This design comes from an exercise in tuning for small area and a short achievable clock period on the open sky130 flow, not from production work.
RTL that was checked went through simulation tests only; none was proved equivalent to the original.
For run 5, only the layout was checked, not whether the RTL still works.
No activity file was given, so power comes from the tool's default toggle rates.

## flow/run.sh

```bash
#!/bin/bash
# synth_recipe.tcl (not shown) runs the flow's synth.tcl, then flattens the netlist and writes it again
# the make line also repeats each setting of config.mk as NAME=value (left out here)
make -C /OpenROAD-flow-scripts/flow DESIGN_CONFIG=/design/flow/config.mk WORK_HOME=/design/flow/orfs CLKGATE_MAP_FILE= SYNTH_SCRIPT=/design/flow/synth_recipe.tcl finish
```

## flow/config.mk

```make
export PLATFORM = sky130hd
export DESIGN_NAME = Divider
export DESIGN_NICKNAME = Divider
export VERILOG_FILES = /design/flow/design.v
export SDC_FILE = /design/flow/constraint.sdc
export NUM_CORES = 4
export LEC_CHECK = 0
export CAP_MARGIN = 20
export CORE_MARGIN = 2
export CORE_UTILIZATION = 40
export SLEW_MARGIN = 20
```

## flow/constraint.sdc

```tcl
create_clock -name core_clock -period 3.0 [get_ports {clock}]
set_input_delay 0.6000 -clock core_clock [delete_from_list [all_inputs] [get_ports {clock}]]
set_output_delay 0.6000 -clock core_clock [all_outputs]
set_load 0.01 [all_outputs]
```

## flow/design.v

```verilog
module Adder(divisor,dividend,carry,difference); 
parameter divisorBITS=8; 
parameter dividendBITS=16;
parameter addBITS=divisorBITS+dividendBITS-1;
input [addBITS-1:0] divisor;
input [addBITS-1:0] dividend;
wire [addBITS-1:0] divisorinv;
output carry;
output [addBITS-1:0] difference;
assign divisorinv=~divisor; 
assign {carry,difference} = dividend+divisorinv+1'b1; 
endmodule 
module Shifter(divisor,shiftby,shiftedvalue);
parameter divisorBITS=8;
parameter dividendBITS=16;
parameter shiftBITS=divisorBITS+dividendBITS-1;
input [shiftBITS-1:0]divisor;
input [31:0]shiftby;
output [shiftBITS-1:0]shiftedvalue;
assign shiftedvalue=divisor<<shiftby; 
endmodule 
module Register(register_divisor_in,register_dividend_in,register_quotient_in,register_divisor_out,register_dividend_out,register_quotient_out,clock);
parameter divisorBITS=8;
parameter dividendBITS=16;
parameter addBITS=divisorBITS+dividendBITS-1;
input [addBITS-1:0]register_dividend_in;
input [addBITS-1:0]register_divisor_in;
input [dividendBITS-1:0]register_quotient_in;
input clock;
output reg [22:0]register_dividend_out;
output reg [22:0]register_divisor_out;
output reg[15:0] register_quotient_out;
always@(posedge clock)     
begin
register_dividend_out<=register_dividend_in; 
register_divisor_out<=register_divisor_in;
register_quotient_out<=register_quotient_in;
end
endmodule
module Stage(divisor,dividend,shiftby,stage_quotient_in,quotient,difference,stage_divisor_out);
parameter divisorBITS=8;
parameter dividendBITS=16;
parameter addBITS=divisorBITS+dividendBITS-1;
input [addBITS-1:0]divisor;
input [addBITS-1:0]dividend;
input [addBITS+divisorBITS:0] shiftby;
input [dividendBITS-1:0]stage_quotient_in;
output [dividendBITS-1:0]quotient;
output [addBITS-1:0]stage_divisor_out;
output signed [addBITS-1:0] difference;
wire [addBITS-1:0] difference1;
wire [addBITS-1:0] shiftedvalue;
wire carry;
Shifter S1 (divisor, shiftby,shiftedvalue); 
Adder A1(shiftedvalue,dividend,carry,difference1);
assign quotient=(carry==1'b1)? ((stage_quotient_in<<1)+1'b1):((stage_quotient_in<<1)+1'b0);
assign difference=(carry==1'b1)?difference1:dividend;	
assign stage_divisor_out=divisor; 
endmodule
module Divider(divisor,dividend,quotient_final,remainder,clock);
parameter divisorBITS=8;
parameter dividendBITS=16;
parameter addBITS=divisorBITS+dividendBITS-1;
input clock;
input [divisorBITS-1:0] divisor;
input [dividendBITS-1:0] dividend;
output [dividendBITS-1:0]quotient_final;
wire [dividendBITS-1:0]quotient[dividendBITS-1:0];
wire [dividendBITS-1:0]quotient_temp[dividendBITS-1:0];
output [addBITS-1:0]remainder;
wire [addBITS-1:0] difference[dividendBITS-1:0];
genvar i;
wire [addBITS-1:0] divisor_int [dividendBITS-1:0];
wire [addBITS-1:0] dividend_int [dividendBITS-1:0];	
wire [addBITS-1:0] stage_divisor_int_out [dividendBITS-1:0];
wire [addBITS-1:0]register_dividend_int_out[dividendBITS-1:0];
wire [addBITS-1:0]register_divisor_int_out[dividendBITS-1:0];
wire [dividendBITS-1:0]register_quotient_int_out[dividendBITS-1:0];
wire [dividendBITS-1:0]stage_quotient_int_in[dividendBITS-1:0];
wire [dividendBITS-1:0]register_quotient_int_in[dividendBITS-1:0];
assign divisor_int[dividendBITS-1]=divisor;
assign dividend_int[dividendBITS-1]=dividend;
assign stage_quotient_int_in[dividendBITS-1] = 'b0;
Stage S1 (divisor_int[dividendBITS-1],dividend_int[dividendBITS-1],dividendBITS-1,stage_quotient_int_in[dividendBITS-1],quotient[dividendBITS-1],difference[dividendBITS-1],stage_divisor_int_out[dividendBITS-1]);  
Register R (stage_divisor_int_out[dividendBITS-1],difference[dividendBITS-1],quotient[dividendBITS-1],register_divisor_int_out[dividendBITS-1],register_dividend_int_out[dividendBITS-1],register_quotient_int_out[dividendBITS-1],clock); 
generate
for (i=dividendBITS-2;i>=0; i=i-1)
begin
Stage S (register_divisor_int_out[i+1],register_dividend_int_out[i+1],i,register_quotient_int_out[i+1],quotient[i],difference[i],stage_divisor_int_out[i]);  
Register R (stage_divisor_int_out[i],difference[i],quotient[i],register_divisor_int_out[i],register_dividend_int_out[i],register_quotient_int_out[i],clock);  
end
endgenerate 
assign quotient_final=register_quotient_int_out[0];  
assign remainder=register_dividend_int_out[0];  
endmodule
```

==> flow_summary.toml, run 1 <==
[status]
outcome = "timing/DRC/antenna clean"

[floorplan]
rows = 85
initial_core_util_pct = 40.6
dieHeight_um = 238
dieWidth_um = 238
num_io_pins = 64
core-area_mm2 = 0.0540
dieArea_mm2 = 0.0568

[global_routing]
grtUsageTotal_pct = 13.2
grt-ovfl-total = 0
grt_pass1_wl_um = 62800
first_global_vias = 14000
grt_max_degree = 18
antenna_found_initial = 0

[clocking]
htree_levels = 3
cts_hold_buf = 0
clkTransAtPathRegs_ps = 60
cts_resized = 0
cts_buffers = 68
cts_tree = "done"
clockRootBuffer = "clkbuf_16"
clk_latency_ps = 590
cts.sinks = 624
cts_max_path_buffers = 3
cts_setup_buffers = 0

[hold_path]
whs_path_depth = 0
hold_path.class = "reg -> reg"

[placement]
postPlaceCellArea_mm2 = 0.0235
dp_hpwl_um = 26800
place_congestion = 0.850
post-place-ws_ps = 370
port_buffers = 63

[sta]
setup_ws_ps = 292
fmax_ghz = 0.369
rsz0062_at_grt = "no"
fin_skew_ps = 12.0
setup_viol = 0
hold_viol = 0
setup_tns_ps = 0
layout_min_cycle_time_ps = 2710
finalCritPeriodShare_pct = 90.3
slew_headroom_pct = 57.4
tightest_slew_ps = 633
maxSlewViolCount = 0

[synthesis]
synthArstFlopShare_pct = 0
ys_warn_count = 2
ys_seq_elements = 624
ys_dominant_reg_cell = "dfxtp_1"
yosys-top-cells-area = "dfxtp_1 (57%), ha_1 (7.0%), xnor2_1 (3.2%), xor2_1 (3.0%), inv_1 (2.8%)"
synth_top_cell_area_share_pct = 56.9
synth.largest_area_cell = "dfxtp_1"
yosysSeqAreaShare_pct = 56.9
synth_edf_count = 0
ys_types = 75
syn-mean-instance-area_um2 = 10.8
synth_area_mm2 = 0.0219
netlist_instances = 2030

[routing]
vias = 14000
wl_um = 36800
drtAntennaViolNets = 0
via_per_inst = 4.81
drt_iter0_drc = 625
wl_per_cell_um = 12.7
drc = 0
drt_pre_antenna_iters = 5

[power_and_ir_drop]
power_switching_uw = 8380
ir_worst_vdd_v = 0.000627
p_per_area_mw_per_mm2 = 1080
power_frac_clock_pct = 29.8
power.leakage_uw = 0.0110
pwr-share-seq_pct = 42.3
swShare_pct = 30.3
combinationalPowerShare_pct = 27.9
power.internal_uw = 19300
design_power_total_uw = 27600

[worst_setup_path]
required_ps = 3460
cp.arrival_ps = 3170
crit_family = "compound AO/OA/AOI/OAI gates"
path_cells = "inv_1 > ha_1 > inv_1 > fa_1 > a211oi_1 > nor2_1 > o41a_1 > a221o_1 > nor4_1 > xor2_1"
crit_path_max_fanout = 4
r2r_cells = 10
cp_num_buf_inv = 2
crit_path_top_delay_cell = "a221o_1"
end_kind = "register"
crit_top_cell = "inv_1"
crit_path_start_kind = "register"
critPathKind = "reg -> reg"
max_stage_delay_ps = 420
cp_num_cells = 10

[final_layout]
nets = 2319
layout_common_cells = "dfxtp_1 (624), inv_1 (163), nor2_1 (135)"
area_growth_pct = 17.1
multi_input_area_mm2 = 0.00875
fin_util_pct = 47.5
n_antenna_cell = 0
final_cell_area_mm2 = 0.0257
fillers = 4896
drive_above_1_share_pct = 8.70
register_area_mm2 = 0.0125
final_common_cell = "dfxtp_1"

[run]
cap_violations = 0
[cells in the mapped netlist, drive strengths merged (3+ instances only)]
master   instances
mux2            46
o31ai           14
buf             10
nand3b          11
a21boi           4
o2111ai          4
a211oi          16
or2              7
xnor2           80
a211o            5
a21o            24
inv            164
a21bo            3
a21oi           89
o21a            37
mux2i            9
nor3            66
a31o             4
nand4b           7
o311a            3
fa              15
or4             12
nor4            25
xor2            75
o221a            3
dfxtp          624
o21bai           3
nor4b            3
nand2b          34
nor3b            7
nand3           24
nor2b           37
clkbuf          11
ha             122
or3             24
o211ai           7
o31a            12
a31oi            8
and3             5
nand2          103
o21ai          103
and2             6
nor2           135
nand4            6
[sequential cells by signal (all words and copies together), names as in the netlist]
name,count
R.register_dividend_out,23
R.register_divisor_out,8
genblk1.R.register_divisor_out,112
genblk1.R.register_dividend_out,345
R.register_quotient_out,1
genblk1.R.register_quotient_out,135
[power groups by stage]
stage	logic [uW]	registers (uW)	clock network (uW)
2_1_floorplan	5970	11600	0
3_3_place_gp	7460	11800	0
3_5_place_dp	7680	11900	0
4_1_cts	7730	11700	8550
5_1_grt	8660	11900	8880
6_report	7710	11700	8240
[metrics by stage]
stage	hold slack, ps	instances
2_1_floorplan	310	2032
3_3_place_gp	310	2783
3_5_place_dp	312	2783
4_1_cts	315	2902
5_1_grt	324	2902
6_report	318	2902
[kinds of logic after synthesis]
kind of cell    Yosys count  synth area share [%]
flops                   624                  56.9
simple gates            515                  12.1
compound gates          358                  10.5
buf+inv                 185                  3.26
xor+xnor                155                  6.19
fa+ha+maj               137                  8.32
mux                      55                  2.77
other cells               1                0.0171
[cell type report]
class / instances / share of cell area [%]
repair buffers: 76 / 2.83
flip-flops and latches: 624 / 48.6
clock buffers: 96 / 7.55
well taps: 696 / 3.39
clock inverters: 23 / 1.15
multi-input cells: 1223 / 34.0
inverters: 164 / 2.40
[routing by layer]
layer	GRT usage (%)	up-vias	routed length (um)
met2	24.0	222	18600
met3	3.16	103	1310
met5	0	-	0
met4	6.65	0	1390
li1	-	7183	-
met1	14.3	6457	15500
[final timing paths]
kind                                           from                                endpoint  slack, ps
min          genblk1[1].R.register_quotient_out[11]  genblk1[0].R.register_quotient_out[12]        320
min reg2reg  genblk1[1].R.register_quotient_out[11]  genblk1[0].R.register_quotient_out[12]        320
max           genblk1[9].R.register_dividend_out[8]  genblk1[8].R.register_dividend_out[22]        290
max reg2reg   genblk1[9].R.register_dividend_out[8]  genblk1[8].R.register_dividend_out[22]        290
==> inputs of run 2 (changes only) <==
==> flow/design.v (replaced) <==
module Register(s_in, r_in, d_in, s_out, r_out, d_out, clock);
parameter W = 8;
input  [15:0] s_in;
input  [7:0]  r_in;
input  [7:0]  d_in;
input         clock;
output reg [15:0] s_out;
output     [7:0]  r_out;
output reg [7:0]  d_out;
reg [W-1:0] r_q;
always @(posedge clock) begin
  s_out <= s_in;
  r_q   <= r_in[W-1:0];
  d_out <= d_in;
end
generate
  if (W < 8) begin : pad
    assign r_out = {{(8 - W){1'b0}}, r_q};
  end else begin : full
    assign r_out = r_q;
  end
endgenerate
endmodule
module Stage(s_in, r_in, d, s_out, r_out);
parameter J = 9;
input  [15:0] s_in;
input  [7:0]  r_in;
input  [7:0]  d;
output [15:0] s_out;
output [7:0]  r_out;
localparam WI = (J - 1 < 8) ? J - 1 : 8;
localparam WO = (J < 8) ? J : 8;
wire [8:0] rin_w = (WI == 0) ? 9'd0 : {1'b0, r_in} & ((9'd1 << WI) - 9'd1);
wire [8:0] t     = {rin_w[7:0], s_in[15]};
wire [9:0] diff  = {1'b0, t} - {2'b0, d};
wire       q     = ~diff[9];
wire [8:0] rn    = q ? diff[8:0] : t;
wire       z     = (d == 8'd0);
wire       qrec  = (J <= 8 && z) ? s_in[15] : q;
assign s_out = {s_in[14:0], qrec};
assign r_out = rn[7:0] & ((9'd1 << WO) - 9'd1);
endmodule
module Divider(divisor,dividend,quotient_final,remainder,clock);
input clock;
input [7:0] divisor;
input [15:0] dividend;
output [15:0] quotient_final;
output [22:0] remainder;
wire [15:0] s  [1:15];
wire [7:0]  r  [1:15];
wire [7:0]  d  [1:15];
wire [15:0] sn [1:15];
wire [7:0]  rn [1:15];
reg [15:0] s1;
reg [7:0]  d1;
always @(posedge clock) begin
  s1 <= dividend;
  d1 <= divisor;
end
assign s[1] = s1;
assign r[1] = 8'd0;
assign d[1] = d1;
wire [15:0] sa;
wire [7:0]  ra;
Stage #(.J(1)) S1 (s[1], r[1], d[1], sa, ra);
Stage #(.J(2)) S2 (sa, ra, d[1], sn[1], rn[1]);
Register #(.W(2)) R2 (sn[1], rn[1], d[1], s[2], r[2], d[2], clock);
genvar k;
generate
  for (k = 2; k <= 14; k = k + 1) begin : st
    Stage #(.J(k + 1)) S (s[k], r[k], d[k], sn[k], rn[k]);
    Register #(.W((k + 1 < 8) ? k + 1 : 8)) R (sn[k], rn[k], d[k], s[k+1], r[k+1], d[k+1], clock);
  end
endgenerate
Stage #(.J(16)) S16 (s[15], r[15], d[15], sn[15], rn[15]);
wire z15 = (d[15] == 8'd0);
reg [15:0] qf;
reg [15:0] rf;
always @(posedge clock) begin
  qf <= sn[15] | {16{z15}};
  rf <= {sn[15][15:8] & {8{z15}}, rn[15]};
end
assign quotient_final = qf;
assign remainder = {7'd0, rf};
endmodule
--- a/flow/config.mk
+++ b/flow/config.mk
@@ -8,4 +8,6 @@
 export CAP_MARGIN = 20
 export CORE_MARGIN = 2
 export CORE_UTILIZATION = 40
+export CTS_BUF_LIST = sky130_fd_sc_hd__clkbuf_4 sky130_fd_sc_hd__clkbuf_8
+export SETUP_SLACK_MARGIN = 1.2
 export SLEW_MARGIN = 20
==> run 2 against run 1 <==
  * Combinational power shrank 9.1%
  * Die area shrank 29%
  * Critical path type unchanged
  * Synthesized area shrank 29%
  * Hold slack lost 3.4 ps
  * Critical path depth shrank 2
  * Flip-flop and latch count shrank 141
  * Largest power group unchanged
  * Critical endpoint is now st[7].R.r_q[2]
  * Final cell count shrank 28%
  * Core utilization grew 5.0 points
  * Still clean
==> flow_summary.toml, run 2 <==
[status]
outcome = "timing/DRC/antenna clean"

[worst_setup_path]
required_ps = 3500
rr_startpoint = "st[6].R.s_out[15]"
crit_path_start_kind = "register"
rr_endpoint = "st[7].R.r_q[2]"
cp.arrival_ps = 2560
crit_path_max_fanout = 8
r2r_cells = 8
critPathKind = "reg -> reg"
end_kind = "register"
r2r_setup_slack_ps = 940

[global_routing]
gr-usage-met3_pct = 3.69
grtUsageTotal_pct = 13.4
use_met2_pct = 24.2
antenna_found_initial = 0
first_global_vias = 9845
grt-ovfl-total = 0
grt_pass1_wl_um = 45100
use_met1_pct = 14.3
busiest_layer = "met2"
grt_max_degree = 25

[routing]
drc = 0
drtAntennaViolNets = 0
drt_pre_antenna_iters = 4
drt_iter0_drc = 294
wl_per_cell_um = 12.9
wl_um = 27000
via_per_inst = 4.59
vias = 9644

[power_and_ir_drop]
swShare_pct = 29.3
power.leakage_uw = 0.00898
power.internal_uw = 14500
combinationalPowerShare_pct = 34.2
pwr-share-seq_pct = 39.4
power_switching_uw = 6000
power_frac_clock_pct = 26.3
ir_worst_vdd_v = 0.000538
design_power_total_uw = 20500
p_per_area_mw_per_mm2 = 1010

[final_layout]
largestRegisters = "st.R.s_out (208), st.R.d_out (104), st.R.r_q (89)"
drive_above_1_share_pct = 33.5
nets = 1671
final_common_cell = "dfxtp_1"
area_growth_pct = 30.1
n_antenna_cell = 0
fin_util_pct = 52.6
largest_reg_flops = 208
final_cell_area_mm2 = 0.0203
top_register = "st.R.s_out"
layout_common_cells = "dfxtp_1 (434), inv_1 (109), clkbuf_8 (86)"

[placement]
port_buffers = 56
postPlaceCellArea_mm2 = 0.0171
dp_hpwl_um = 17100
place_congestion = 0.777

[floorplan]
core-area_mm2 = 0.0386
num_io_pins = 64
dieHeight_um = 201
initial_core_util_pct = 40.4
dieArea_mm2 = 0.0405
rows = 72
dieWidth_um = 201

[sta]
fin_skew_ps = 23.1
fmax_ghz = 0.485
finalCritPeriodShare_pct = 68.7
hold_viol = 0
tightest_slew_ps = 608
slew_headroom_pct = 59.1
setup_viol = 0
maxSlewViolCount = 0
setup_tns_ps = 0
rsz0062_at_grt = "yes"
layout_min_cycle_time_ps = 2060

[hold_path]
hold_start = "st[3].R.s_out[7]"
min_to = "st[4].R.s_out[8]"
whs_path_depth = 0
hold_path.class = "reg -> reg"

[clocking]
cts_buffers = 79
cts_max_path_buffers = 3
clockRootBuffer = "clkbuf_8"
cts.sinks = 483
cts_tree = "done"
htree_levels = 3
clk_latency_ps = 610
clkTransAtPathRegs_ps = 60

[synthesis]
synth_area_mm2 = 0.0156
yosysMostFrequentCell = "dfxtp_1"
yosysSeqAreaShare_pct = 62.1
synth_edf_count = 0
synth_top_cell_area_share_pct = 62.1
syn-mean-instance-area_um2 = 11.9
ys_types = 48
synth.largest_area_cell = "dfxtp_1"
yosys-top-cells-area = "dfxtp_1 (62%), ha_1 (7.9%), mux2_2 (3.8%), inv_1 (3.4%), o21ai_0 (2.0%)"
ys_seq_elements = 483
netlist_instances = 1305
synthArstFlopShare_pct = 0
ys_warn_count = 8
synth_commonest_cells = "dfxtp_1 (483), inv_1 (140), ha_1 (98)"
ys_dominant_reg_cell = "dfxtp_1"

[run]
cap_violations = 0
==> run 2: cell types whose count changed in the layout (fill, tap and decap cells not counted), sizes merged, moves of 60 or more <==
cell,previous run,this run
xnor2,80,16
nor2,135,63
xor2,75,5
nand2,103,43
dfxtp,624,483
buf,13,112
==> run 2: power by group through the flow <==
stage / logic (uW) / registers, uW / clock network, uW
after floorplan: 4310 / 8020 / 0
after global placement: 5220 / 8130 / 0
after detailed placement: 5360 / 8140 / 0
after CTS: 6640 / 8080 / 5650
after global routing: 7690 / 8200 / 5920
final: 7010 / 8080 / 5400
==> run 2: layout make-up <==
| class | count | area (um2) |
|---|---|---|
| timing repair buffer | 152 | 1300 |
| clock inverter | 14 | 114 |
| sequential | 483 | 9740 |
| tap | 518 | 648 |
| multi-input combinational | 677 | 6540 |
| fill | 3343 | 18300 |
| inverter | 140 | 526 |
| clock buffer | 115 | 1400 |
==> run 2: how the worst max path moves through the flow <==
stage / startpoint / endpoint / slack (ps) / cells after the start
after floorplan: st[6].R.s_out[15] / st[7].R.r_q[2] / 880 / 7
after global placement: st[3].R.d_out[0] / st[4].R.r_q[2] / 740 / 6
after detailed placement: st[4].R.s_out[15] / st[5].R.r_q[2] / 660 / 7
after CTS: st[6].R.s_out[15] / st[7].R.r_q[2] / 950 / 8
after global routing: d1[5] / R2.r_q[1] / 870 / 6
final: st[6].R.s_out[15] / st[7].R.r_q[2] / 940 / 8
==> run 2: critical path, stage by stage, from the launching register on <==
cell and delay (ps):
dfxtp_2 330, inv_2 50, ha_4 150, fa_2 340, nand2b_4 150, a21o_1 200
a211oi_4 250, buf_12 170, mux2_4 290
==> run 2: cell families (layout without fill, tap and decap cells) <==
family,Yosys count,after routing,synth area share [%]
muxes,77,77,5.37
adders and majority gates,113,113,9.80
AOI/OAI and AO/OA,228,230,10.5
other,1,7,0.0241
buffers and inverters,153,421,3.90
xor gates and xnor gates,21,21,1.18
and+or+nand+nor,229,229,7.12
DFF,483,483,62.1
==> run 2: timing repair <==
action | in CTS | in global routing
pin swaps | 83 | 46
gates cloned | 1 | 1
setup buffers | 71 | 25
resized for setup | 269 | 83
hold buffers | 0 | 0
setup endpoints to repair | 134 | 143
==> run 2: metal layers <==
layer / routed length, um / vias to the layer above
met1: 11200 / 4534
met2: 13900 / 143
li1: - / 4900
met4: 968 / 0
met3: 1050 / 67
met5: 0 / -
==> run 2: per-stage QoR <==
stage	setup slack, ps	std cells	hold slack [ps]
3_3_place_gp	739	1872	310
3_5_place_dp	659	1872	312
6_report	939	2099	315
5_1_grt	865	2099	319
4_1_cts	950	2073	313
2_1_floorplan	880	1311	310
==> inputs of run 3 (changes only) <==
--- a/flow/config.mk
+++ b/flow/config.mk
@@ -8,6 +8,4 @@
 export CAP_MARGIN = 20
 export CORE_MARGIN = 2
 export CORE_UTILIZATION = 40
-export CTS_BUF_LIST = sky130_fd_sc_hd__clkbuf_4 sky130_fd_sc_hd__clkbuf_8
-export SETUP_SLACK_MARGIN = 1.2
 export SLEW_MARGIN = 20
==> run 3 against run 2 <==
  * Still clean on timing, DRC and antenna
  * Setup slack worse by 330 ps
  * Clock-buffer cell count down 51
  * Register-to-register slack worse by 330 ps
  * Core utilization down 4.8 points
  * Fmax down 14%
  * Synthesized cell count unchanged
  * Global-route usage down 1.4 points
==> flow_summary.toml, run 3 <==
[hold_path]
whs_path_depth = 0
hold_start = "st[2].R.s_out[13]"
min_to = "st[3].R.s_out[14]"
hold_path.class = "reg -> reg"

[final_layout]
largestRegisters = "st.R.s_out (208), st.R.d_out (104), st.R.r_q (89)"
multi_input_area_mm2 = 0.00533
layout_common_cells = "dfxtp_1 (483), inv_1 (140), ha_1 (98)"
fin_util_pct = 47.7
top_register = "st.R.s_out"
register_area_mm2 = 0.00967
drive_above_1_share_pct = 10.6
largest_reg_flops = 208
final_common_cell = "dfxtp_1"
area_growth_pct = 18.1
fillers = 3550
nets = 1542
n_antenna_cell = 0

[clocking]
cts_max_path_buffers = 3
clockRootBuffer = "clkbuf_16"
cts_setup_buffers = 0
cts_resized = 0
cts_tree = "done"
cts.sinks = 483
clkTransAtPathRegs_ps = 60
htree_levels = 2
clk_latency_ps = 590
cts_hold_buf = 0
cts_buffers = 48

[worst_setup_path]
rr_endpoint = "st[6].R.r_q[3]"
r2r_cells = 8
cp.arrival_ps = 2860
rr_startpoint = "st[5].R.d_out[0]"
crit_path_start_kind = "register"
crit_path_max_fanout = 7
end_kind = "register"
r2r_setup_slack_ps = 610
required_ps = 3470
critPathKind = "reg -> reg"

[sta]
fmax_ghz = 0.418
whs_ps = 321
hold_viol = 0
setup_tns_ps = 0
setup_viol = 0
finalCritPeriodShare_pct = 79.8
slew_headroom_pct = 46.4
fin_skew_ps = 18.3
tightest_slew_ps = 802
setup_ws_ps = 607
rsz0062_at_grt = "no"
layout_min_cycle_time_ps = 2390
maxSlewViolCount = 0

[synthesis]
ys_dominant_reg_cell = "dfxtp_1"
yosys-top-cells-area = "dfxtp_1 (62%), ha_1 (7.9%), mux2_2 (3.8%), inv_1 (3.4%), o21ai_0 (2.0%)"
synth_area_mm2 = 0.0156
synth_top_cell_area_share_pct = 62.1
synth_commonest_cells = "dfxtp_1 (483), inv_1 (140), ha_1 (98)"
ys_warn_count = 8
yosysMostFrequentCell = "dfxtp_1"
netlist_instances = 1305
synth_edf_count = 0
ys_seq_elements = 483
syn-mean-instance-area_um2 = 11.9
synthArstFlopShare_pct = 0
yosysSeqAreaShare_pct = 62.1
synth.largest_area_cell = "dfxtp_1"
ys_types = 48

[routing]
vias = 9042
drtAntennaViolNets = 0
drt_iter0_drc = 315
drt_pre_antenna_iters = 4
drc = 0
wl_per_cell_um = 12.0
wl_um = 23400
via_per_inst = 4.62

[global_routing]
antenna_found_initial = 0
first_global_vias = 9133
grtUsageTotal_pct = 12.0
grt_max_degree = 25
grt-ovfl-total = 0
grt_pass1_wl_um = 40700

[placement]
place_congestion = 0.803
dp_hpwl_um = 16800
port_buffers = 56
post-place-ws_ps = 600

[power_and_ir_drop]
design_power_total_uw = 19000
power.leakage_uw = 0.00805
ir_worst_vdd_v = 0.000538
p_per_area_mw_per_mm2 = 1030

[run]
cap_violations = 0

[floorplan]
core-area_mm2 = 0.0386
rows = 72
dieWidth_um = 201
initial_core_util_pct = 40.4
dieHeight_um = 201
dieArea_mm2 = 0.0405
num_io_pins = 64

[status]
outcome = "timing/DRC/antenna clean"
run 3: cell type report:
type	instances	share of cell area, %
sequential	483	52.6
timing repair buffer	56	3.05
inverter	140	2.86
clock inverter	22	1.54
tap	518	3.52
multi-input combinational	675	29.0
clock buffer	64	7.52
run 3: through the flow:
step                instance area, um2  instances
global placement                 16700       1872
floorplan                        15600       1311
global route                     18400       1958
finish                           18400       1958
detailed placement               16700       1872
CTS                              18400       1958
run 3: report_power, final:
group          switching [uW]  internal (uW)
combinational            2440           2540
clock                    2440           3690
sequential                445           7490
run 3: critical path: stages, from the launching register on:
cell and delay, ps:
dfxtp_1 390, ha_1 190, inv_1 60, fa_1 420, a211oi_1 250, o21ai_0 160, a31oi_1 210, or2_2 230
mux2_2 350
run 3: logic make-up (layout without fill, tap and decap cells):
family / count (synthesis) / after routing / synth area share [%]
flip-flops: 483 / 483 / 62.1
adder cells (fa/ha/maj): 113 / 113 / 9.80
other: 1 / 7 / 0.0241
buffers and inverters: 153 / 282 / 3.90
AND/OR/NAND/NOR: 229 / 229 / 7.12
multiplexers: 77 / 77 / 5.37
XOR/XNOR: 21 / 21 / 1.18
AO/OA/AOI/OAI: 228 / 228 / 10.5
run 3: routing by layer:
| metal | track usage, % | routed length (um) | vias up |
|---|---|---|---|
| met3 | 2.92 | 910 | 69 |
| met4 | 6.25 | 895 | 0 |
| met5 | 0 | 0 | - |
| met2 | 22.3 | 12300 | 136 |
| met1 | 12.5 | 9320 | 4191 |
| li1 | - | - | 4646 |
run 3: worst max path at each step:
| stage | startpoint | endpoint | slack [ps] | cells past startpoint |
|---|---|---|---|---|
| after floorplan | st[6].R.s_out[15] | st[7].R.r_q[2] | 820 | 7 |
| after global placement | st[5].R.d_out[0] | st[6].R.r_q[2] | 650 | 8 |
| after detailed placement | st[5].R.d_out[0] | st[6].R.r_q[3] | 600 | 8 |
| after CTS | st[5].R.d_out[0] | st[6].R.r_q[3] | 580 | 8 |
| after global routing | st[5].R.d_out[0] | st[6].R.r_q[3] | 420 | 8 |
| final | st[5].R.d_out[0] | st[6].R.r_q[3] | 610 | 8 |
==> inputs of run 4 (changes only) <==
==> flow/flow/run.sh (new file) <==
#!/bin/bash
# The standard ORFS layout, with Yosys's full-adder extraction turned off
# (ADDER_MAP_FILE empty) so that ABC maps the divider steps' carry logic
# itself instead of chaining sky130 fa/ha cells.
set -euo pipefail
bash standard.sh ADDER_MAP_FILE= finish > flow_make.log 2>&1
==> flow/standard.sh (new file) <==
#!/bin/bash
# synth_recipe.tcl (not shown) runs the flow's synth.tcl, then flattens the netlist and writes it again
# the make line also repeats each setting of config.mk as NAME=value (left out here)
make -C /OpenROAD-flow-scripts/flow DESIGN_CONFIG=/design/flow/config.mk WORK_HOME=/design/flow/orfs CLKGATE_MAP_FILE= SYNTH_SCRIPT=/design/flow/synth_recipe.tcl "${@:-finish}"
--- a/flow/config.mk
+++ b/flow/config.mk
@@ -8,4 +8,8 @@
 export CAP_MARGIN = 20
 export CORE_MARGIN = 2
 export CORE_UTILIZATION = 40
+export CTS_BUF_LIST = sky130_fd_sc_hd__clkbuf_16
+export CTS_CLUSTER_DIAMETER = 100
+export CTS_CLUSTER_SIZE = 30
+export SETUP_SLACK_MARGIN = 1.4
 export SLEW_MARGIN = 20
removed: flow/run.sh
==> run 4 against run 3 <==
  * Register-to-register slack better by 440 ps
  * Sequential power is 3.2% higher
  * Critical path type unchanged
  * Power is 14% lower
  * Cell area is 0.56% lower
  * Hold slack worse by 1.3 ps
  * Critical endpoint is now st[12].R.r_q[7]
  * Largest cell class unchanged
  * Setup slack better by 440 ps
  * Clock power is about 50% lower
  * Still clean on timing, DRC and antenna
  * Flip-flop and latch count stayed put
==> flow_summary.toml, run 4 <==
[final_layout]
final_cell_area_mm2 = 0.0183
n_antenna_cell = 0
top_register = "st.R.s_out"
largest_reg_flops = 208
largestRegisters = "st.R.s_out (208), st.R.d_out (104), st.R.r_q (89)"
fin_util_pct = 51.3
area_growth_pct = 25.7
nets = 1405
layout_common_cells = "dfxtp_1 (417), xnor2_1 (97), buf_4 (67)"
finalNonFillerCells = 1841
drive_above_1_share_pct = 32.9
final_common_cell = "dfxtp_1"

[worst_setup_path]
crit_path_top_delay_cell = "dfxtp_2"
path_cells = "or2b_1 > o21ai_4 > nor4_4 > o2111a_2 > buf_6 > nor2_4 > xor2_1 > mux2_4"
cp_num_buf_inv = 1
end_kind = "register"
crit_path_start_kind = "register"
required_ps = 3440
r2r_setup_slack_ps = 1050
crit_family = "compound AO/OA/AOI/OAI gates"
crit_path_max_fanout = 3
cp.arrival_ps = 2390
max_stage_delay_ps = 340
critPathKind = "reg -> reg"

[global_routing]
grtUsageTotal_pct = 10.9
antenna_found_initial = 0
grt_max_degree = 31
grt-ovfl-total = 0
grt_pass1_wl_um = 35200
first_global_vias = 7936

[clocking]
cts_hold_buf = 0
clockRootBuffer = "clkbuf_16"
clkTransAtPathRegs_ps = 110
cts.sinks = 483
clk_latency_ps = 540
cts_buffers = 20
htree_levels = 1
cts_max_path_buffers = 3
cts_tree = "done"

[synthesis]
ys_warn_count = 8
synthArstFlopShare_pct = 0
netlist_instances = 1221
synth_commonest_cells = "dfxtp_1 (483), xnor2_1 (122), nand2b_1 (70)"
yosysSeqAreaShare_pct = 66.5
synth_top_cell_area_share_pct = 66.5
yosysMostFrequentCell = "dfxtp_1"
ys_types = 57
ys_dominant_reg_cell = "dfxtp_1"
yosys-top-cells-area = "dfxtp_1 (66%), xnor2_1 (7.3%), xor2_1 (3.3%), nand2b_1 (3.0%), maj3_1 (2.6%)"
synth_edf_count = 0
ys_seq_elements = 483
synth.largest_area_cell = "dfxtp_1"
synth_area_mm2 = 0.0145
syn-mean-instance-area_um2 = 11.9

[placement]
postPlaceCellArea_mm2 = 0.0160
dp.cells = 1733
place_congestion = 0.764
dp_hpwl_um = 13800
port_buffers = 56

[routing]
drc = 0
drt_pre_antenna_iters = 4
via_per_inst = 4.36
wl_um = 21400
drt_iter0_drc = 213
vias = 8030
drtAntennaViolNets = 0
wl_per_cell_um = 11.6

[sta]
rsz0062_at_grt = "yes"
fin_skew_ps = 33.9
fmax_ghz = 0.513
tightest_slew_ps = 758
finalCritPeriodShare_pct = 65.0
hold_viol = 0
maxSlewViolCount = 0
layout_min_cycle_time_ps = 1950
setup_tns_ps = 0
slew_headroom_pct = 49.0
setup_viol = 0

[run]
cap_violations = 0

[floorplan]
core-area_mm2 = 0.0357
initial_core_util_pct = 40.8
dieWidth_um = 195
rows = 69
num_io_pins = 64
dieHeight_um = 195
dieArea_mm2 = 0.0379

[status]
outcome = "timing/DRC/antenna clean"

[power_and_ir_drop]
p_per_area_mw_per_mm2 = 898
design_power_total_uw = 16400
power.leakage_uw = 0.00753
ir_worst_vdd_v = 0.000442

[hold_path]
hold_path.class = "reg -> reg"
==> run 4: cell types whose count changed in the layout (fill, tap and decap cells not counted), moves of 45 or more <==
cell	previous run	this run
buf_4	0	67
dfxtp_1	483	417
dfxtp_2	0	55
ha_1	98	0
inv_1	140	63
mux2_2	53	0
o21ai_0	62	10
xnor2_1	16	97
xor2_1	5	50
==> run 4: worst paths after layout <==
path / startpoint / end / cells after the start
worst min-delay path: st[6].R.s_out[0] / st[7].R.s_out[1] / 0
worst min register to register: st[6].R.s_out[0] / st[7].R.s_out[1] / 0
worst max register to register: st[11].R.d_out[1] / st[12].R.r_q[7] / 8
worst max-delay path: st[11].R.d_out[1] / st[12].R.r_q[7] / 8
==> run 4: per-stage QoR <==
step / setup WS [ps] / hold slack (ps)
after global placement: 933 / 310
after floorplan: 1120 / 310
after detailed placement: 890 / 312
final: 1050 / 320
after CTS: 994 / 318
after global routing: 986 / 314
==> run 4: cell families (layout without fill, tap and decap cells) <==
logic type	Yosys count	after routing	share of synthesized area, %
AO/OA/AOI/OAI	129	129	5.94
XOR/XNOR	176	176	10.6
adder cells (fa/ha/maj)	51	51	3.62
buffers and inverters	81	234	2.27
flip-flops	483	483	66.5
multiplexers	1	1	0.0774
other	1	7	0.0258
AND/OR/NAND/NOR	299	299	11.0
==> run 4: metal layers <==
metal	GRT usage (%)	part of all wire [%]	vias to the layer above
met1	12.1	41	3716
met4	2.91	1.6	0
met5	0	0	-
met2	21.4	55	63
met3	1.72	3.1	22
li1	-	-	4229
==> run 4: final cells by class <==
cell class	instances	area [um2]
fillers	3113	17400
flip-flops and latches	483	9780
multi-input cells	663	5910
repair buffers	144	1220
well taps	461	577
clock buffers	20	500
inverters	68	255
clock inverters	2	46.3
==> run 4: what timing repair did <==
item                                    CTS  global route
setup buffers                            52            34
endpoints found under the setup margin  146           139
gates resized for setup                 287           151
pin swaps                                74           106
endpoints found under the hold margin     0             0
==> run 4: report_power, final <==
group | switching [uW] | internal (uW)
registers | 652 | 7520
logic | 2370 | 2790
clock network | 1850 | 1240
total | 4870 | 11600
==> inputs of run 5 (changes only) <==
--- a/flow/design.v
+++ b/flow/design.v
@@ -21,24 +21,33 @@
   end
 endgenerate
 endmodule
-module Stage(s_in, r_in, d, s_out, r_out);
+module Stage(s_in, r_in, nd, s_out, r_out);
 parameter J = 9;
 input  [15:0] s_in;
 input  [7:0]  r_in;
-input  [7:0]  d;
+input  [7:0]  nd;
 output [15:0] s_out;
 output [7:0]  r_out;
 localparam WI = (J - 1 < 8) ? J - 1 : 8;
 localparam WO = (J < 8) ? J : 8;
-wire [8:0] rin_w = (WI == 0) ? 9'd0 : {1'b0, r_in} & ((9'd1 << WI) - 9'd1);
-wire [8:0] t     = {rin_w[7:0], s_in[15]};
-wire [9:0] diff  = {1'b0, t} - {2'b0, d};
-wire       q     = ~diff[9];
-wire [8:0] rn    = q ? diff[8:0] : t;
-wire       z     = (d == 8'd0);
-wire       qrec  = (J <= 8 && z) ? s_in[15] : q;
+wire [7:0] rin_w = r_in & ((9'd1 << WI) - 9'd1);
+wire [8:0] t     = {rin_w, s_in[15]};
+wire [8:0] c;
+wire [7:0] diff;
+assign c[0] = 1'b1;
+genvar i;
+generate
+  for (i = 0; i < 8; i = i + 1) begin : b
+    assign c[i+1] = (t[i] & nd[i]) | ((t[i] | nd[i]) & c[i]);
+    assign diff[i] = t[i] ^ nd[i] ^ c[i];
+  end
+endgenerate
+wire       q    = t[8] | c[8];
+wire [7:0] rn   = q ? diff : t[7:0];
+wire       z    = (nd == 8'hFF);
+wire       qrec = (J <= 8 && z) ? s_in[15] : q;
 assign s_out = {s_in[14:0], qrec};
-assign r_out = rn[7:0] & ((9'd1 << WO) - 9'd1);
+assign r_out = rn & ((9'd1 << WO) - 9'd1);
 endmodule
 module Divider(divisor,dividend,quotient_final,remainder,clock);
 input clock;
@@ -55,7 +64,7 @@
 reg [7:0]  d1;
 always @(posedge clock) begin
   s1 <= dividend;
-  d1 <= divisor;
+  d1 <= ~divisor;
 end
 assign s[1] = s1;
 assign r[1] = 8'd0;
@@ -73,7 +82,7 @@
   end
 endgenerate
 Stage #(.J(16)) S16 (s[15], r[15], d[15], sn[15], rn[15]);
-wire z15 = (d[15] == 8'd0);
+wire z15 = (d[15] == 8'hFF);
 reg [15:0] qf;
 reg [15:0] rf;
 always @(posedge clock) begin
==> flow/run.sh (new file) <==
#!/bin/bash
# synth_recipe.tcl (not shown) runs the flow's synth.tcl, then flattens the netlist and writes it again
# the make line also repeats each setting of config.mk as NAME=value (left out here)
make -C /OpenROAD-flow-scripts/flow DESIGN_CONFIG=/design/flow/config.mk WORK_HOME=/design/flow/orfs CLKGATE_MAP_FILE= SYNTH_SCRIPT=/design/flow/synth_recipe.tcl finish
--- a/flow/config.mk
+++ b/flow/config.mk
@@ -8,8 +8,6 @@
 export CAP_MARGIN = 20
 export CORE_MARGIN = 2
 export CORE_UTILIZATION = 40
-export CTS_BUF_LIST = sky130_fd_sc_hd__clkbuf_16
-export CTS_CLUSTER_DIAMETER = 100
-export CTS_CLUSTER_SIZE = 30
-export SETUP_SLACK_MARGIN = 1.4
+export CTS_BUF_LIST = sky130_fd_sc_hd__clkbuf_4 sky130_fd_sc_hd__clkbuf_8
+export SETUP_SLACK_MARGIN = 1.2
 export SLEW_MARGIN = 20
removed: flow/flow/run.sh
removed: flow/standard.sh
==> run 5 against run 4 <==
  * Flip-flop and latch count did not move
  * Die area fell by 5.8%
  * Largest cell class unchanged
  * Final cell count down 9.5%
  * Hold slack worse by 3.0 ps
  * Register-to-register slack worse by 1600 ps
  * Combinational power decreased by 29%
  * Setup slack got worse by 1600 ps
  * Clock-buffer cell count up 91
  * Core utilization rose by 1.8 points
  * Now fails the layout checks on setup timing
  * Synthesized area down 6.0%
  * Via count is 16% lower
==> flow_summary.toml, run 5 <==
[placement]
port_buffers = 56
postPlaceCellArea_mm2 = 0.0154
dp_hpwl_um = 12200
place_congestion = 0.757

[hold_path]
hold_path.class = "reg -> reg"
whs_path_depth = 0

[final_layout]
largestRegisters = "st.R.s_out (208), st.R.d_out (104), st.R.r_q (89)"
multi_input_area_mm2 = 0.00430
final_cell_area_mm2 = 0.0178
area_growth_pct = 30.4
top_register = "st.R.s_out"
layout_common_cells = "dfxtp_1 (456), clkbuf_8 (92), fa_2 (81)"
register_area_mm2 = 0.00971
nets = 1290
final_common_cell = "dfxtp_1"
n_antenna_cell = 0
drive_above_1_share_pct = 42.4
fillers = 2799
largest_reg_flops = 208

[worst_setup_path]
path_cells = "inv_2 > ha_4 > inv_2 > fa_2 > fa_2 > fa_2 > fa_2 > fa_2 > fa_2 > inv_2 > fa_2 > nor2b_4 > buf_12 > mux2_2"
cp_num_buf_inv = 4
required_ps = 3460
critPathKind = "reg -> reg"
r2r_cells = 14
crit_path_max_fanout = 9
crit_path_top_delay_cell = "fa_2"
end_kind = "register"
cp.arrival_ps = 4040
crit_top_cell = "fa_2"
crit_path_start_kind = "register"
crit_family = "adder cells"
cp_num_cells = 14
max_stage_delay_ps = 370

[power_and_ir_drop]
p_per_area_mw_per_mm2 = 983
design_power_total_uw = 17500
power.leakage_uw = 0.00761
ir_worst_vdd_v = 0.000473

[clocking]
cts.sinks = 483
cts_buffers = 75
cts_max_path_buffers = 3
cts_tree = "done"
clkTransAtPathRegs_ps = 60
htree_levels = 3
clk_latency_ps = 580
clockRootBuffer = "clkbuf_8"

[synthesis]
ys_seq_elements = 483
yosysMostFrequentCell = "dfxtp_1"
ys_dominant_reg_cell = "dfxtp_1"
synth_area_mm2 = 0.0137
ys_warn_count = 8
synth.largest_area_cell = "dfxtp_1"
synth_top_cell_area_share_pct = 70.7
synth_commonest_cells = "dfxtp_1 (483), inv_1 (111), nand2_1 (92)"
synthArstFlopShare_pct = 0
syn-mean-instance-area_um2 = 14.0
ys_types = 42
yosys-top-cells-area = "dfxtp_1 (71%), fa_1 (12%), mux2_2 (3.1%), inv_1 (3.0%), nand2_1 (2.5%)"
yosysSeqAreaShare_pct = 70.7
netlist_instances = 974
synth_edf_count = 0

[routing]
wl_um = 19000
drt_iter0_drc = 205
wl_per_cell_um = 11.4
drtAntennaViolNets = 0
vias = 6759
drc = 0
via_per_inst = 4.06
drt_pre_antenna_iters = 4

[sta]
setup_viol = 82
fin_skew_ps = 18.4
setup_tns_ps = -32020
setup_ws_ps = -576
finalCritPeriodShare_pct = 119
rsz0062_at_grt = "yes"
hold_viol = 0
maxSlewViolCount = 0
layout_min_cycle_time_ps = 3580
fmax_ghz = 0.280

[global_routing]
antenna_found_initial = 0
grtUsageTotal_pct = 11.2
first_global_vias = 7036
grt-ovfl-total = 0
grt_pass1_wl_um = 31900
grt_max_degree = 24

[run]
cap_violations = 0

[floorplan]
dieHeight_um = 189
num_io_pins = 64
rows = 67
core-area_mm2 = 0.0336
dieWidth_um = 189
initial_core_util_pct = 40.7
dieArea_mm2 = 0.0357

[status]
violations = "setup timing"
outcome = "finished with violations"
==> run 5: cell types whose count changed in the layout (fill, tap and decap cells not counted), sizes merged, moves of 35 or more <==
cell and change:
buf -51, clkbuf +98, fa +83, inv +46, maj3 -51, mux2 +41
nand2 +44, nand2b -69, nor2 -43, nor2b -35, xnor2 -121, xor2 -54
==> run 5: kinds of logic (layout without fill, tap and decap cells) <==
| group | after synthesis | after routing | synth area share, % |
|---|---|---|---|
| AOI/OAI and AO/OA | 41 | 41 | 1.66 |
| other | 1 | 7 | 0.0274 |
| muxes | 49 | 49 | 4.05 |
| DFF | 483 | 483 | 70.7 |
| buffers and inverters | 129 | 367 | 3.87 |
| and+or+nand+nor | 170 | 170 | 5.96 |
| adders and majority gates | 100 | 100 | 13.7 |
| xor gates and xnor gates | 1 | 1 | 0.0640 |
==> run 5: path summary, 6_finish.rpt <==
| path | start | endpoint | slack [ps] |
|---|---|---|---|
| min | st[5].R.s_out[10] | st[6].R.s_out[11] | 320 |
| max | st[11].R.s_out[15] | st[12].R.r_q[1] | -580 |
| max reg2reg | st[11].R.s_out[15] | st[12].R.r_q[1] | -580 |
| min reg2reg | st[5].R.s_out[10] | st[6].R.s_out[11] | 320 |
==> run 5: worst register-to-register path, cell delays in order, from the launching register on <==
cell     delay [ps]
dfxtp_2         320
inv_2            60
ha_4            130
inv_2            30
fa_2            340
fa_2            370
fa_2            350
fa_2            350
fa_2            340
fa_2            340
inv_2            60
fa_2            170
nor2b_4         160
buf_12          140
mux2_2          330
==> run 5: what timing repair did <==
item	CTS	global route
hold buffers	0	0
setup buffers	26	17
endpoints found under the setup margin	143	125
gates cloned	1	0
resized for setup	175	68
pin swaps	20	22
==> run 5: area by class of cell <==
| cell class | instances | share of cell area, % |
|---|---|---|
| Timing Repair inverter | 1 | 0.0351 |
| Clock buffer | 111 | 7.90 |
| Tap cell | 448 | 3.14 |
| Clock inverter | 19 | 1.32 |
| Multi-Input combinational cell | 368 | 24.1 |
| Inverter | 111 | 2.49 |
| Timing Repair Buffer | 125 | 6.58 |
| Sequential cell | 483 | 54.4 |
==> run 5: metrics by stage <==
stage          utilization [%]  hold WS [ps]  setup WS [ps]  cells
6_report                  53.1           317           -576   1666
4_1_cts                   52.3           317           -583   1649
3_5_place_dp              45.7           312           -664   1492
3_3_place_gp              45.7           310           -608   1492
5_1_grt                   53.1           322           -674   1666
2_1_floorplan                -           310           -487    980
==> run 5: metal layers <==
metal / routed length, um / GRT usage (%) / vias up
met4: 538 / 6.31 / 0
li1: - / - / 3390
met2: 10000 / 19.9 / 116
met1: 7470 / 11.5 / 3206
met3: 921 / 3.63 / 47
met5: 0 / 0 / -
==> run 5: where the power goes <==
part           internal (uW)  total, uW  switching (uW)
Sequential              7500       8090             593
Clock                   3440       5800            2360
Combinational           2090       3650            1560
==> inputs of run 6 (changes only) <==
--- a/flow/design.v
+++ b/flow/design.v
@@ -32,16 +32,23 @@
 localparam WO = (J < 8) ? J : 8;
 wire [7:0] rin_w = r_in & ((9'd1 << WI) - 9'd1);
 wire [8:0] t     = {rin_w, s_in[15]};
-wire [8:0] c;
-wire [7:0] diff;
-assign c[0] = 1'b1;
-genvar i;
-generate
-  for (i = 0; i < 8; i = i + 1) begin : b
-    assign c[i+1] = (t[i] & nd[i]) | ((t[i] | nd[i]) & c[i]);
-    assign diff[i] = t[i] ^ nd[i] ^ c[i];
-  end
-endgenerate
+wire [7:0] g0, p0;
+assign g0[0] = t[0] | nd[0];
+assign p0[0] = 1'b0;
+assign g0[7:1] = t[7:1] & nd[7:1];
+assign p0[7:1] = t[7:1] | nd[7:1];
+wire [7:0] g1 = {g0[7] | p0[7] & g0[6], g0[6], g0[5] | p0[5] & g0[4], g0[4],
+                 g0[3] | p0[3] & g0[2], g0[2], g0[1] | p0[1] & g0[0], g0[0]};
+wire [7:0] p1 = {p0[7] & p0[6], p0[6], p0[5] & p0[4], p0[4],
+                 p0[3] & p0[2], p0[2], p0[1] & p0[0], p0[0]};
+wire [7:0] g2 = {g1[7] | p1[7] & g1[5], g1[6] | p1[6] & g1[5], g1[5], g1[4],
+                 g1[3] | p1[3] & g1[1], g1[2] | p1[2] & g1[1], g1[1], g1[0]};
+wire [7:0] p2 = {p1[7] & p1[5], p1[6] & p1[5], p1[5], p1[4],
+                 p1[3] & p1[1], p1[2] & p1[1], p1[1], p1[0]};
+wire [7:0] g3 = {g2[7:4] | p2[7:4] & {4{g2[3]}}, g2[3:0]};
+wire [8:0] c  = {g3, 1'b1};
+wire [7:0] x    = nd ^ c[7:0];
+wire [7:0] diff = t[7:0] ^ x;
 wire       q    = t[8] | c[8];
 wire [7:0] rn   = q ? diff : t[7:0];
 wire       z    = (nd == 8'hFF);
--- a/flow/config.mk
+++ b/flow/config.mk
@@ -8,6 +8,8 @@
 export CAP_MARGIN = 20
 export CORE_MARGIN = 2
 export CORE_UTILIZATION = 40
-export CTS_BUF_LIST = sky130_fd_sc_hd__clkbuf_4 sky130_fd_sc_hd__clkbuf_8
-export SETUP_SLACK_MARGIN = 1.2
+export CTS_BUF_LIST = sky130_fd_sc_hd__clkbuf_8 sky130_fd_sc_hd__clkbuf_16
+export CTS_CLUSTER_DIAMETER = 80
+export CTS_CLUSTER_SIZE = 20
+export SETUP_SLACK_MARGIN = 1.4
 export SLEW_MARGIN = 20
==> run 6 against run 5 <==
  * Now clean on timing, DRC and antenna
  * Synthesized cell count grew 15%
  * Clock skew fell by 2.1 ps
  * Synthesized area rose by 5.1%
  * Wire length is 9.7% higher
  * Flip-flop and latch count is the same
  * Non-clock buffer count increased by 16
  * Power is 5.2% lower
  * Combinational power is 28% higher
  * Sequential share of layout area fell by 0.25 points
  * First-iteration DRC count grew 21%
  * Global-route usage decreased by 0.11 points
==> flow_summary.toml, run 6 <==
[final_layout]
final_common_cell = "dfxtp_1"
top_register = "st.R.s_out"
finalNonFillerCells = 1740
drive_above_1_share_pct = 35.0
multi_input_area_mm2 = 0.00528
nets = 1355
layout_common_cells = "dfxtp_1 (447), buf_6 (48), buf_4 (47)"
n_antenna_cell = 0
largestRegisters = "st.R.s_out (208), st.R.d_out (104), st.R.r_q (89)"
register_area_mm2 = 0.00972
area_growth_pct = 24.7
fillers = 3001
largest_reg_flops = 208
fin_util_pct = 50.5

[synthesis]
synth.largest_area_cell = "dfxtp_1"
syn-mean-instance-area_um2 = 12.9
synth_edf_count = 0
ys_seq_elements = 483
synth_area_mm2 = 0.0144
ys_dominant_reg_cell = "dfxtp_1"
netlist_instances = 1118
yosysSeqAreaShare_pct = 67.3
synth_commonest_cells = "dfxtp_1 (483), inv_1 (84), nor2_1 (60)"
synthArstFlopShare_pct = 0
ys_types = 59
yosysMostFrequentCell = "dfxtp_1"
synth_top_cell_area_share_pct = 67.3
yosys-top-cells-area = "dfxtp_1 (67%), fa_1 (5.3%), mux2_2 (2.4%), inv_1 (2.2%), xor2_1 (1.9%)"
ys_warn_count = 8

[sta]
fin_skew_ps = 16.3
setup_viol = 0
setup_tns_ps = 0
layout_min_cycle_time_ps = 2530
setup_ws_ps = 473
fmax_ghz = 0.396
maxSlewViolCount = 0
hold_viol = 0
rsz0062_at_grt = "yes"
finalCritPeriodShare_pct = 84.2

[power_and_ir_drop]
design_power_total_uw = 16600
power.leakage_uw = 0.00740
ir_worst_vdd_v = 0.000686
p_per_area_mw_per_mm2 = 927

[floorplan]
dieWidth_um = 194
num_io_pins = 64
core-area_mm2 = 0.0355
dieArea_mm2 = 0.0375
initial_core_util_pct = 40.5
dieHeight_um = 194
rows = 69

[placement]
dp.cells = 1623
port_buffers = 56
post-place-ws_ps = 377
place_congestion = 0.749
dp_hpwl_um = 13700

[worst_setup_path]
cp.arrival_ps = 2960
required_ps = 3430
crit_path_max_fanout = 6
end_kind = "register"
critPathKind = "reg -> reg"
crit_path_start_kind = "register"

[global_routing]
antenna_found_initial = 0
first_global_vias = 7730
grt_pass1_wl_um = 35300
grt-ovfl-total = 0
grtUsageTotal_pct = 11.0
grt_max_degree = 24

[routing]
drt_iter0_drc = 248
wl_um = 20800
drt_pre_antenna_iters = 4
drc = 0
wl_per_cell_um = 12.0
drtAntennaViolNets = 0
vias = 7756
via_per_inst = 4.46

[status]
outcome = "timing/DRC/antenna clean"

[clocking]
cts.sinks = 483
cts_max_path_buffers = 3
clkTransAtPathRegs_ps = 80
cts_tree = "done"
cts_hold_buf = 0
htree_levels = 1
cts_buffers = 28
clockRootBuffer = "clkbuf_16"
clk_latency_ps = 550

[hold_path]
hold_path.class = "reg -> reg"

[run]
cap_violations = 0
[run 6: layout make-up]
cell class                      instances  area share (%)
Clock buffer                           30            4.12
Clock inverter                          3           0.119
Inverter                               84            1.80
Multi-Input combinational cell        538            29.5
Timing Repair Buffer                  141            7.10
Tap cell                              461            3.22
Sequential cell                       483            54.2
[run 6: where the power goes]
group          total, uW  switching (uW)  internal [uW]
clock               3650            1900           1750
combinational       4660            1900           2750
sequential          8320             809           7510
total              16600            4620          12000
[run 6: cells by family after synthesis]
logic type	Yosys count	share of synthesized area [%]
mux	56	4.27
buf+inv	103	2.94
flops	483	67.3
fa+ha+maj	88	9.17
simple gates	188	6.28
other cells	1	0.0261
compound gates	143	6.64
xor+xnor	56	3.41
[run 6: per-layer routing]
metal	share of wire [%]	track usage, %	wire (um)
met2	51	20.1	10700
met3	3.4	2.13	706
met5	0	0	0
met4	3.1	3.62	651
met1	42	13.0	8810
[run 6: path summary, 6_finish.rpt]
kind / start / to / slack, ps / depth (start not counted)
worst max-delay path: st[12].R.d_out[0] / st[13].R.r_q[2] / 470 / 9
worst min-delay path: s1[6] / R2.s_out[8] / 320 / 0
worst max register to register: st[12].R.d_out[0] / st[13].R.r_q[2] / 470 / 9
worst min register to register: s1[6] / R2.s_out[8] / 320 / 0
[run 6: stage by stage]
step | instance area (um2) | hold slack, ps
floorplan | 14800 | 310
global placement | 15900 | 310
detailed placement | 15900 | 312
CTS | 17400 | 325
global route | 17900 | 328
finish | 17900 | 322
[run 6: worst max-delay path, stage by stage, from the launching register on]
cell       delay [ps]
dfxtp_2           350
inv_2              60
ha_4              120
inv_2              30
fa_2              360
maj3_2            300
maj3_2            350
a2bb2oi_4         160
a211o_4           390
mux2_4            310
[run 6: timing repair]
action	4_1_cts	5_1_grt
gates resized for setup	235	93
setup buffers	59	25
endpoints found under the setup margin	143	143
pin swaps	55	68
==> inputs of run 7 (changes only) <==
--- a/flow/config.mk
+++ b/flow/config.mk
@@ -8,8 +8,8 @@
 export CAP_MARGIN = 20
 export CORE_MARGIN = 2
 export CORE_UTILIZATION = 40
-export CTS_BUF_LIST = sky130_fd_sc_hd__clkbuf_8 sky130_fd_sc_hd__clkbuf_16
-export CTS_CLUSTER_DIAMETER = 80
-export CTS_CLUSTER_SIZE = 20
+export CTS_BUF_LIST = sky130_fd_sc_hd__clkbuf_16
+export CTS_CLUSTER_DIAMETER = 100
+export CTS_CLUSTER_SIZE = 30
 export SETUP_SLACK_MARGIN = 1.4
 export SLEW_MARGIN = 20
==> run 7 against run 6 <==
  * Still clean on timing, DRC and antenna
  * Cell area decreased by 1.4%
  * Power shrank 4.2%
  * Flip-flop and latch count is the same
  * Final cell count down 0.69%
  * Setup slack better by 32 ps
  * Synthesized area unchanged
  * Wire length fell by 1.4%
  * Register-to-register slack better by 30 ps
  * Fmax grew 1.3%
  * First-iteration DRC count is the same
  * Global-route usage decreased by 0.079 points
  * Critical endpoint unchanged
  * Highest routed layer unchanged
==> flow_summary.toml, run 7 <==
[final_layout]
multi_input_area_mm2 = 0.00526
final_common_cell = "dfxtp_1"
nets = 1344
finalNonFillerCells = 1728
largest_reg_flops = 208
largestRegisters = "st.R.s_out (208), st.R.d_out (104), st.R.r_q (89)"
fillers = 3024
layout_common_cells = "dfxtp_1 (444), buf_4 (47), nand2_1 (44), nor2_1 (44), buf_6 (44)"
register_area_mm2 = 0.00972
fin_util_pct = 49.8
top_register = "st.R.s_out"
area_growth_pct = 22.9
drive_above_1_share_pct = 34.3
n_antenna_cell = 0

[global_routing]
first_global_vias = 7697
grt-ovfl-total = 0
grt_max_degree = 31
grtUsageTotal_pct = 11.0
antenna_found_initial = 0
grt_pass1_wl_um = 35200

[power_and_ir_drop]
p_per_area_mw_per_mm2 = 901
power.leakage_uw = 0.00727
ir_worst_vdd_v = 0.000630

[worst_setup_path]
crit_path_max_fanout = 7
end_kind = "register"
crit_path_start_kind = "register"
r2r_setup_slack_ps = 500
critPathKind = "reg -> reg"
cp.arrival_ps = 2930
required_ps = 3430

[synthesis]
ys_types = 59
synth_area_mm2 = 0.0144
yosysSeqAreaShare_pct = 67.3
synth_commonest_cells = "dfxtp_1 (483), inv_1 (84), nor2_1 (60)"
synth_top_family_by_area = "adder cells"
synth_compound_area_share_pct = 6.64
synth_fa_ha_area_share_pct = 9.17
synthXorXnorAreaFrac_pct = 3.41
ys_dominant_reg_cell = "dfxtp_1"
syn-mean-instance-area_um2 = 12.9
yosysMostFrequentCell = "dfxtp_1"
netlist_instances = 1118
synthArstFlopShare_pct = 0
synth_top_cell_area_share_pct = 67.3
synthMuxAreaShare_pct = 4.27
synthSimpleGateAreaFrac_pct = 6.28
synth.largest_area_cell = "dfxtp_1"
ys_seq_elements = 483
yosys-top-cells-area = "dfxtp_1 (67%), fa_1 (5.3%), mux2_2 (2.4%), inv_1 (2.2%), xor2_1 (1.9%)"
ys_warn_count = 8
synth_edf_count = 0

[clocking]
clk_latency_ps = 540
cts_buffers = 20
cts_tree = "done"
cts.sinks = 483
clockRootBuffer = "clkbuf_16"
clkTransAtPathRegs_ps = 110
htree_levels = 1
cts_max_path_buffers = 3

[routing]
drt_iter0_drc = 248
wl_um = 20500
wl_per_cell_um = 11.9
drt_pre_antenna_iters = 4
vias = 7650
drc = 0
drtAntennaViolNets = 0
via_per_inst = 4.43

[sta]
finalCritPeriodShare_pct = 83.2
maxSlewViolCount = 0
setup_viol = 0
layout_min_cycle_time_ps = 2500
hold_viol = 0
fin_skew_ps = 19.9
rsz0062_at_grt = "yes"
fmax_ghz = 0.401
setup_ws_ps = 504
setup_tns_ps = 0

[hold_path]
hold_path.class = "reg -> reg"

[floorplan]
dieHeight_um = 194
core-area_mm2 = 0.0355
dieWidth_um = 194
rows = 69
initial_core_util_pct = 40.5
dieArea_mm2 = 0.0375
num_io_pins = 64

[placement]
port_buffers = 56
place_congestion = 0.749
dp.cells = 1623
dp_hpwl_um = 13700
post-place-ws_ps = 377

[run]
cap_violations = 0

[status]
outcome = "timing/DRC/antenna clean"
## run 7: logic make-up after synthesis
| logic type | count (synthesis) |
|---|---|
| xor gates and xnor gates | 56 |
| buffers and inverters | 103 |
| AOI/OAI and AO/OA | 143 |
| muxes | 56 |
| adders and majority gates | 88 |
| and+or+nand+nor | 188 |
| other | 1 |
| DFF | 483 |
## run 7: cell type report
type | count | share of cell area, %
clock buffer | 20 | 2.83
clock inverter | 4 | 0.283
inverter | 84 | 1.83
multi-input combinational | 538 | 29.7
sequential | 483 | 55.0
tap | 461 | 3.26
timing repair buffer | 138 | 7.04
## run 7: stage by stage
step	area [um2]	hold WS, ps	power (uW)
2_1_floorplan	14800	310	11100
3_3_place_gp	15900	310	11800
3_5_place_dp	15900	312	11900
4_1_cts	17200	327	15800
5_1_grt	17700	328	17000
6_report	17700	321	15900
## run 7: where the power goes
part | internal (uW) | leakage, uW | switching, uW
Sequential | 7510 | 0.00405 | 808
Clock | 1240 | 0.000269 | 1820
Combinational | 2680 | 0.00295 | 1870
Total | 11400 | 0.00727 | 4500
## run 7: final timing paths
path                      startpoint                to  cells past startpoint
setup / recovery  st[12].R.s_out[15]   st[13].R.r_q[2]                      9
hold / removal      st[3].R.s_out[7]  st[4].R.s_out[8]                      0
setup reg to reg  st[12].R.s_out[15]   st[13].R.r_q[2]                      9
hold reg to reg     st[3].R.s_out[7]  st[4].R.s_out[8]                      0
## run 7: repair_timing
item | in CTS | in global routing
hold buffers | 0 | 0
endpoints found under the setup margin | 144 | 142
resized for setup | 235 | 88
setup buffers | 60 | 21
gates cloned | 0 | 0
pin swaps | 44 | 51
## run 7: critical path, cell delays in order (launching register included)
cell	delay [ps]
dfxtp_2	340
inv_2	60
ha_4	120
inv_2	30
fa_2	360
maj3_2	300
maj3_2	340
a2bb2oi_4	160
a211o_4	380
mux2_4	300
## run 7: metal layers
layer / global-route usage [%] / vias up / routed length [um]
li1: - / 3942 / -
met1: 12.9 / 3589 / 8730
met5: 0 / - / 0
met2: 20.2 / 84 / 10600
met4: 3.48 / 0 / 512
met3: 1.99 / 35 / 716
==> inputs of run 8 (changes only) <==
==> flow/flow/run.sh (new file) <==
#!/bin/bash
# The standard ORFS layout, with Yosys's full-adder extraction turned off
# (ADDER_MAP_FILE empty) so that ABC maps the divider steps' carry logic
# itself instead of chaining sky130 fa/ha cells.
set -euo pipefail
bash standard.sh ADDER_MAP_FILE= finish > flow_make.log 2>&1
==> flow/standard.sh (new file) <==
#!/bin/bash
# synth_recipe.tcl (not shown) runs the flow's synth.tcl, then flattens the netlist and writes it again
# the make line also repeats each setting of config.mk as NAME=value (left out here)
make -C /OpenROAD-flow-scripts/flow DESIGN_CONFIG=/design/flow/config.mk WORK_HOME=/design/flow/orfs CLKGATE_MAP_FILE= SYNTH_SCRIPT=/design/flow/synth_recipe.tcl "${@:-finish}"
removed: flow/run.sh
==> run 8 against run 7 <==
  * Flip-flop and latch count is the same
  * Power down 0.63%
  * First-iteration DRC count decreased by 25%
  * Critical endpoint is now st[7].R.r_q[4]
  * Largest power group unchanged
==> flow_summary.toml, run 8 <==
[sta]
layout_min_cycle_time_ps = 2000
maxSlewViolCount = 0
setup_ws_ps = 1000
fin_skew_ps = 28.1
setup_viol = 0
tightest_slew_ps = 807
setup_tns_ps = 0
finalCritPeriodShare_pct = 66.6
fmax_ghz = 0.500
hold_viol = 0
rsz0062_at_grt = "yes"
slew_headroom_pct = 44.8

[global_routing]
grt-ovfl-total = 0
antenna_found_initial = 1
grt_max_degree = 32
grt_pass1_wl_um = 33900
first_global_vias = 7539
grtUsageTotal_pct = 11.1

[power_and_ir_drop]
pwr-share-seq_pct = 53.0
power.leakage_uw = 0.00692
power_switching_uw = 4540
power_frac_clock_pct = 19.4
p_per_area_mw_per_mm2 = 906
ir_worst_vdd_v = 0.000493
combinationalPowerShare_pct = 27.6
power.internal_uw = 11300
swShare_pct = 28.6

[run]
cap_violations = 0

[synthesis]
synth.largest_area_cell = "dfxtp_1"
synth_area_mm2 = 0.0140
netlist_instances = 1119
synthArstFlopShare_pct = 0
syn-mean-instance-area_um2 = 12.5
ys_types = 57
ys_seq_elements = 483
ys_dominant_reg_cell = "dfxtp_1"
yosys-top-cells-area = "dfxtp_1 (69%), xnor2_1 (5.3%), xor2_1 (4.5%), nand2_1 (2.5%), nor2_1 (1.7%)"
yosysSeqAreaShare_pct = 69.0
synth_commonest_cells = "dfxtp_1 (483), nand2_1 (95), xnor2_1 (85)"
ys_warn_count = 8
yosysMostFrequentCell = "dfxtp_1"
synth_edf_count = 0
synth_top_cell_area_share_pct = 69.0

[hold_path]
hold_path.class = "reg -> reg"

[clocking]
htree_levels = 1
cts_max_path_buffers = 3
cts_hold_buf = 0
cts_buffers = 20
clockRootBuffer = "clkbuf_16"
cts.sinks = 483
clk_latency_ps = 540
cts_tree = "done"
clkTransAtPathRegs_ps = 110

[routing]
drt_iter0_drc = 185
wl_um = 20300
drc = 0
wl_per_cell_um = 11.6
via_per_inst = 4.46
vias = 7805
drtAntennaViolNets = 0
drt_pre_antenna_iters = 4

[floorplan]
rows = 68
initial_core_util_pct = 40.5
core-area_mm2 = 0.0345
dieWidth_um = 191
dieHeight_um = 191
dieArea_mm2 = 0.0365
num_io_pins = 64

[worst_setup_path]
required_ps = 3460
crit_path_start_kind = "register"
crit_path_top_delay_cell = "dfxtp_4"
critPathKind = "reg -> reg"
end_kind = "register"
path_cells = "o21ai_4 > a211o_4 > a21oi_4 > a31oi_4 > o211ai_4 > buf_4 > nand3_2 > xnor2_1"
cp.arrival_ps = 2460
max_stage_delay_ps = 410
crit_path_max_fanout = 6

[final_layout]
layout_common_cells = "dfxtp_1 (390), buf_4 (81), xnor2_1 (77)"
final_common_cell = "dfxtp_1"
largest_reg_flops = 208
top_register = "st.R.s_out"
nets = 1318
n_antenna_cell = 0
drive_above_1_share_pct = 32.9
largestRegisters = "st.R.s_out (208), st.R.d_out (104), st.R.r_q (89)"
area_growth_pct = 24.7

[placement]
post-place-ws_ps = 968
place_congestion = 0.720
dp_hpwl_um = 13300
port_buffers = 56

[status]
outcome = "timing/DRC/antenna clean"
run 8: changes by cell type after synthesis, moves of 8 or more:
| cell | before | now |
|---|---|---|
| nand2_1 | 49 | 95 |
| xnor2_1 | 25 | 85 |
| inv_1 | 84 | 15 |
| fa_1 | 38 | 0 |
| mux2_2 | 31 | 0 |
| nand3_1 | 5 | 13 |
| mux2i_1 | 22 | 4 |
| xor2_1 | 31 | 72 |
| nand2b_1 | 3 | 13 |
| a21oi_1 | 36 | 26 |
| o21a_1 | 1 | 9 |
| a21oi_4 | 0 | 8 |
| ha_1 | 16 | 0 |
run 8: path summary, 6_finish.rpt:
check / startpoint / end / slack (ps) / cells after the start
min reg2reg: st[3].R.s_out[11] / st[4].R.s_out[12] / 300 / 0
min: st[3].R.s_out[11] / st[4].R.s_out[12] / 300 / 0
max: st[6].R.d_out[1] / st[7].R.r_q[4] / 1000 / 8
max reg2reg: st[6].R.d_out[1] / st[7].R.r_q[4] / 1000 / 8
run 8: power groups by stage:
stage,clock network (uW),logic (uW),registers (uW)
floorplan,0,2550,8330
global placement,0,3150,8470
detailed placement,0,3200,8490
CTS,3230,3790,8380
global route,3460,4770,8550
finish,3080,4360,8390
run 8: metal layers:
metal  track usage, %  share of wire, %
met4             3.08               2.3
met1             11.1                38
met5                0                 0
met3             1.67               2.6
met2             23.1                57
run 8: metrics by stage:
step / power [uW] / hold slack, ps / cells / area (um2) / util (%)
6_report: 15800 / 296 / 1751 / 17500 / 50.6
5_1_grt: 16800 / 291 / 1751 / 17500 / 50.6
4_1_cts: 15400 / 293 / 1710 / 16800 / 48.5
3_5_place_dp: 11700 / 312 / 1627 / 15300 / 44.4
3_3_place_gp: 11600 / 310 / 1627 / 15300 / 44.4
2_1_floorplan: 10900 / 310 / 1125 / 14300 / -
run 8: layout make-up:
type	count	area, um2
Fill cell	3078	17100
Sequential cell	483	9890
Multi-Input combinational cell	617	5060
Timing Repair Buffer	156	1340
Tap cell	455	569
Clock buffer	20	500
Clock inverter	5	57.6
Inverter	15	56.3
run 8: critical path: cells and delay by family, from the launching register on:
kind | cells | cell delay, ps
XOR/XNOR | 1 | 130
AND/OR/NAND/NOR | 1 | 80
buffers and inverters | 1 | 170
flip-flops | 1 | 410
AO/OA/AOI/OAI | 5 | 1120
run 8: cells by family after synthesis:
kind of cell / count (synthesis) / share of synthesized area [%]
compound gates: 153 / 8.41
xor+xnor: 157 / 9.82
fa+ha+maj: 30 / 2.27
buf+inv: 25 / 0.866
flops: 483 / 69.0
mux: 4 / 0.286
other cells: 1 / 0.0268
simple gates: 266 / 9.29
run 8: timing repair:
action,in CTS,in global routing
endpoints found under the setup margin,134,136
setup buffers,58,41
pin swaps,94,85
gates resized for setup,285,109
